What follows belongs to an exercise in optimizing a design on an open flow for small area; a production flow would make more cautious choices. Function was checked by simulation only, so behaviour that the tests miss may differ from the original. Power is estimated from default activity; no workload was simulated.

Setup of run 1:
==> flow/design.v <==
module top_logic_n_packs(
	input we,
	output led0,
	input led1,
	output reg led2,
	output reg led3,
	input reset,
	input tx_clk,
	input txinit_done,
	output [31:0] tx_data,
	output tx_k
);
localparam [2:0] S0 = 3'd0, S1 = 3'd1, S2F = 3'd2, S2 = 3'd3, S3 = 3'd4, S4A = 3'd5, S4B = 3'd6, SD = 3'd7;
reg [2:0] fsm;
reg [2:0] pk;         
reg [13:0] cnt;       
reg [6:0] r;          
reg sync0, sync1;     
reg st, al;           
wire [38:0] x;
assign x[38:32] = r;
genvar gi;
generate for (gi = 0; gi < 32; gi = gi + 1) begin : g_prbs
	assign x[gi] = x[gi+7] ^ x[gi+6];
end endgenerate
wire [19:0] crc;
assign crc[0] = ~x[26];
assign crc[1] = ~(x[2] ^ x[29]);
assign crc[2] = ~(x[2] ^ x[3]);
assign crc[3] = ~(x[0] ^ x[5]);
assign crc[4] = ~(x[1] ^ x[5]);
assign crc[5] = ~(x[1] ^ x[24]);
assign crc[6] = (x[0] ^ x[4]);
assign crc[7] = x[31];
assign crc[8] = ~(x[3] ^ x[11]);
assign crc[9] = (x[0] ^ (x[3] ^ x[11]));
assign crc[10] = (x[2] ^ x[22]);
assign crc[11] = ~(x[0] ^ x[8]);
assign crc[12] = (x[0] ^ x[34]);
assign crc[13] = ~(x[1] ^ x[35]);
assign crc[14] = (x[2] ^ x[36]);
assign crc[15] = ~(x[0] ^ x[5]);
assign crc[16] = ~(x[0] ^ x[8]);
assign crc[17] = (x[0] ^ (x[1] ^ x[24]));
assign crc[18] = ~x[27];
assign crc[19] = (x[1] ^ (x[0] ^ x[34]));
wire in_s2 = (fsm == S2);
wire term = cnt[0] & cnt[1] & cnt[2] & cnt[3] & cnt[4] & cnt[5] & cnt[6] & cnt[7] & cnt[10] & cnt[11] & cnt[12] & cnt[13];
wire en = in_s2 | (fsm == S3) | ((fsm == S2F) & (pk == 3'd0));
wire link = (fsm != S0) & (fsm != SD);
always @(posedge tx_clk) begin
	sync0 <= txinit_done;
	sync1 <= sync0;
	cnt <= in_s2 ? {cnt[12:0], cnt[13] ^ cnt[4] ^ cnt[2] ^ cnt[0]} : 14'd11303;
	if (en) r <= x[6:0];
	case (fsm)
		S0: if (we) fsm <= S1;
		S1: fsm <= S2F;
		S2F: fsm <= S2;
		S2: if (term) fsm <= S3;
		S3: fsm <= S4A;
		S4A: fsm <= S4B;
		S4B: begin pk <= pk + 3'd1; fsm <= (pk == 3'd7) ? SD : S1; end
		default: ;
	endcase
	if (sync1) st <= 1'b1;
	if ((fsm == S1) & (st | sync1)) al <= 1'b1;
	if (reset) begin
		fsm <= S0;
		pk <= 3'd0;
		r <= 7'd110;
		st <= 1'b0;
		al <= 1'b0;
	end
end
wire eop = al & (fsm == S4A);
wire sop = al & (fsm == S2F);
wire dat = al & ((fsm == S2) | (fsm == S3));
wire idle = st & ~eop & ~sop & ~dat;
assign tx_k = eop | sop | idle;
assign tx_data[31:28] = {4{dat}} & x[38:35];
assign tx_data[27:8] = ({20{eop}} & crc) | ({20{dat}} & x[34:15]);
assign tx_data[7:0] = ({8{eop}} & 8'hDC) | ({8{sop}} & 8'h3C) | ({8{idle}} & 8'hBC) | ({8{dat}} & x[14:7]);
assign led0 = txinit_done;
always @(*) begin
	led2 = link;
	led3 = we;
end
endmodule
Settings: LEC_CHECK=0, CAP_MARGIN=20, CORE_MARGIN=2, CORE_UTILIZATION=40, PLACE_DENSITY=0.6, SLEW_MARGIN=20; clock period 5.0 ns.
standard.sh (not shown) runs the stock make flow with config.mk's settings and CLKGATE_MAP_FILE= SYNTH_SCRIPT=/design/flow/synth_recipe.tcl, a recipe that flattens the netlist after the stock synthesis.
==> flow/flow/run.sh <==
#!/bin/bash
# Own layout flow: the standard flow, with small port buffers and no CTS dummy loads.
set -euo pipefail
export BUFFER_PORTS_ARGS="-buffer_cell sky130_fd_sc_hd__buf_1"
export CTS_ARGS="-sink_clustering_enable -repair_clock_nets -dont_use_dummy_load"
bash standard.sh > standard.log 2>&1
Run 1 | status: complete | timing, DRC, antenna: pass
## Diff of input files: run 2 against run 1
Settings: putting ABC_AREA at 1 where nothing was set.
==> flow/run.sh (new file) <==
#!/bin/bash
# synth_recipe.tcl (not shown) runs the flow's synth.tcl, then flattens the netlist and writes it again
# the make line also repeats each setting of config.mk as NAME=value (left out here)
make -C /OpenROAD-flow-scripts/flow DESIGN_CONFIG=/design/flow/config.mk WORK_HOME=/design/flow/orfs CLKGATE_MAP_FILE= SYNTH_SCRIPT=/design/flow/synth_recipe.tcl finish
removed: flow/flow/run.sh
removed: flow/standard.sh
==> run notes <==
Looking at run 1 and run 2, the clock distribution area overhead in the final layout is a wash.
Looking at cell type of the slowest stage on the worst timing path, the sky130_fd_sc_hd__dfxtp_1 result is from run 1; the sky130_fd_sc_hd__clkdlybuf4s50_1 one comes from run 2.
Die area of run 2 exceeds that of run 1 by more than 10%.
Summary: with run 1 as the reference, design area in run 2 moved up by more than a quarter.
STATUS setup slack: run 2 loses against run 1
Run 2 reports a higher met2 demand-to-capacity share in global routing than run 1 does.
Compare run 1 and run 2 | fraction of the mapped netlist area in compound gates higher: run 1
Between run 2 and run 1, it is run 2 whose register share of total power is lower, by 28 points.
[compare] base=run 1 new=run 2: global-route usage +2.2 points; wire length the detailed router placed on met1 +20%.
#### Input delta (run 3 over run 2)
Settings: clearing ABC_AREA, which used to be 1.
==> flow/flow/run.sh (new file) <==
#!/bin/bash
# Own layout flow: the standard flow (standard.sh) with
#  - synthesis mapped by ABC with an area-recovery script (flow/area.abc) instead of the
#    speed script; everything else in the synthesis script is the standard flow's (synth_recipe.tcl),
#  - small port buffers (buf_1),
#  - a clock tree without dummy loads.
set -euo pipefail
W=$PWD
{
  echo "proc abc {args} {"
  echo "  set i [lsearch -exact \$args -script]"
  echo "  if {\$i >= 0} { lset args [expr {\$i + 1}] $W/flow/area.abc }"
  echo "  yosys abc {*}\$args"
  echo "}"
  cat synth_recipe.tcl
} > own_synth.tcl
sed "s#SYNTH_SCRIPT=[^ ]*#SYNTH_SCRIPT=$W/own_synth.tcl#" standard.sh > own_standard.sh
grep -q "SYNTH_SCRIPT=$W/own_synth.tcl" own_standard.sh
export BUFFER_PORTS_ARGS="-buffer_cell sky130_fd_sc_hd__buf_1"
export CTS_ARGS="-sink_clustering_enable -repair_clock_nets -dont_use_dummy_load"
bash own_standard.sh > standard.log 2>&1
==> flow/flow/area.abc (new file) <==
strash
&get -n
&st
&dch -f
&nf -R 1000
&put
==> flow/standard.sh (new file) <==
#!/bin/bash
# synth_recipe.tcl (not shown) runs the flow's synth.tcl, then flattens the netlist and writes it again
# the make line also repeats each setting of config.mk as NAME=value (left out here)
make -C /OpenROAD-flow-scripts/flow DESIGN_CONFIG=/design/flow/config.mk WORK_HOME=/design/flow/orfs CLKGATE_MAP_FILE= SYNTH_SCRIPT=/design/flow/synth_recipe.tcl "${@:-finish}"
removed: flow/run.sh
--- outcome ---
- Every stage of the flow completed for run 3, and the final layout passed the timing, design-rule and antenna checks.
- Run 2 reached the end of the flow, and the finished layout is clean on the timing, design-rule and antenna checks.
- Share of the clock period used by the worst path after layout (run 3 over run 2): increase, 1.4 points
- Measured against run 3, the routed length on met1 of run 2 comes out at 1.3 times the reference value.
- Diff run 2 -> run 3: peak fanout along the critical path picked up an extra 9; adder-cell share of the synthesized area picked up an extra 0.59 points; power per standard cell area picked up an extra 12%.
- Against run 2, run 3 reports a net switching share of the total power that is lower.
- Amount of wire on met2 after detailed routing, run 3 vs run 2: down by more than a quarter
- Against run 2 as the reference, run 3 delivers a lower placement row count.
- The run showing the smaller leakage power of the design is run 3.
- Compared with run 2, run 3 ends up with a smaller final cell area.
Changes in run 4 relative to run 3:
==> flow/run.sh (new file) <==
#!/bin/bash
# synth_recipe.tcl (not shown) runs the flow's synth.tcl, then flattens the netlist and writes it again
# the make line also repeats each setting of config.mk as NAME=value (left out here)
make -C /OpenROAD-flow-scripts/flow DESIGN_CONFIG=/design/flow/config.mk WORK_HOME=/design/flow/orfs CLKGATE_MAP_FILE= SYNTH_SCRIPT=/design/flow/synth_recipe.tcl finish
removed: flow/flow/run.sh
removed: flow/flow/area.abc
removed: flow/standard.sh
==> run notes <==
Of run 4 and run 3, run 3 shows the higher portion of the post-synthesis area used by sequential elements, with run 4 below it.
Run 4: total routing usage reported by global routing 0.17 points below run 3
Of run 4 and run 3, the higher clock skew belongs to run 3.
CTS clock-pin slew for the worst setup and hold paths of run 3 is on par with run 4.
In the flow results for run 4 and run 3, the minimum clock period after layout is larger on run 3.
Per the comparison of run 4 with run 3, slew of the pin with the lowest slew margin dropped 0.11 ns; wire length climbed about 17%.
Run 3 has a higher sequential share of layout area than run 4.

port drivers added, routing unchanged:
How much do the figures lean on ideal ports? The routed layouts below were timed once more, with nothing changed but the port constraints.
Step 1 assumes that a clkbuf_16 drives the clock port and a buf_2 every other input.
Step 2 moves the port delays by t, midway between the first and last clock arrival at a register: inputs arrive t later, outputs are due t later. That takes back most of the time a late clock gives input paths.
Three values: ideal, step 1, step 2; two values: the first two.
run	t (ns)	slack for setup (ns)	worst setup path after step 2	slew at the worst register clock pin (ns)	pins driven straight from the clock port
run 1	0.301	1.552 / 1.528 / 1.829	register to output	0.06 / 0.06	1
run 2	0.296	1.151 / 1.125 / 1.421	register to output	0.06 / 0.06	1
run 3	0.301	1.082 / 1.056 / 1.357	register to output	0.07 / 0.07	1
run 4	0.303	1.133 / 1.108 / 1.412	register to output	0.07 / 0.07	1
After both steps setup and hold are still met in every run listed.
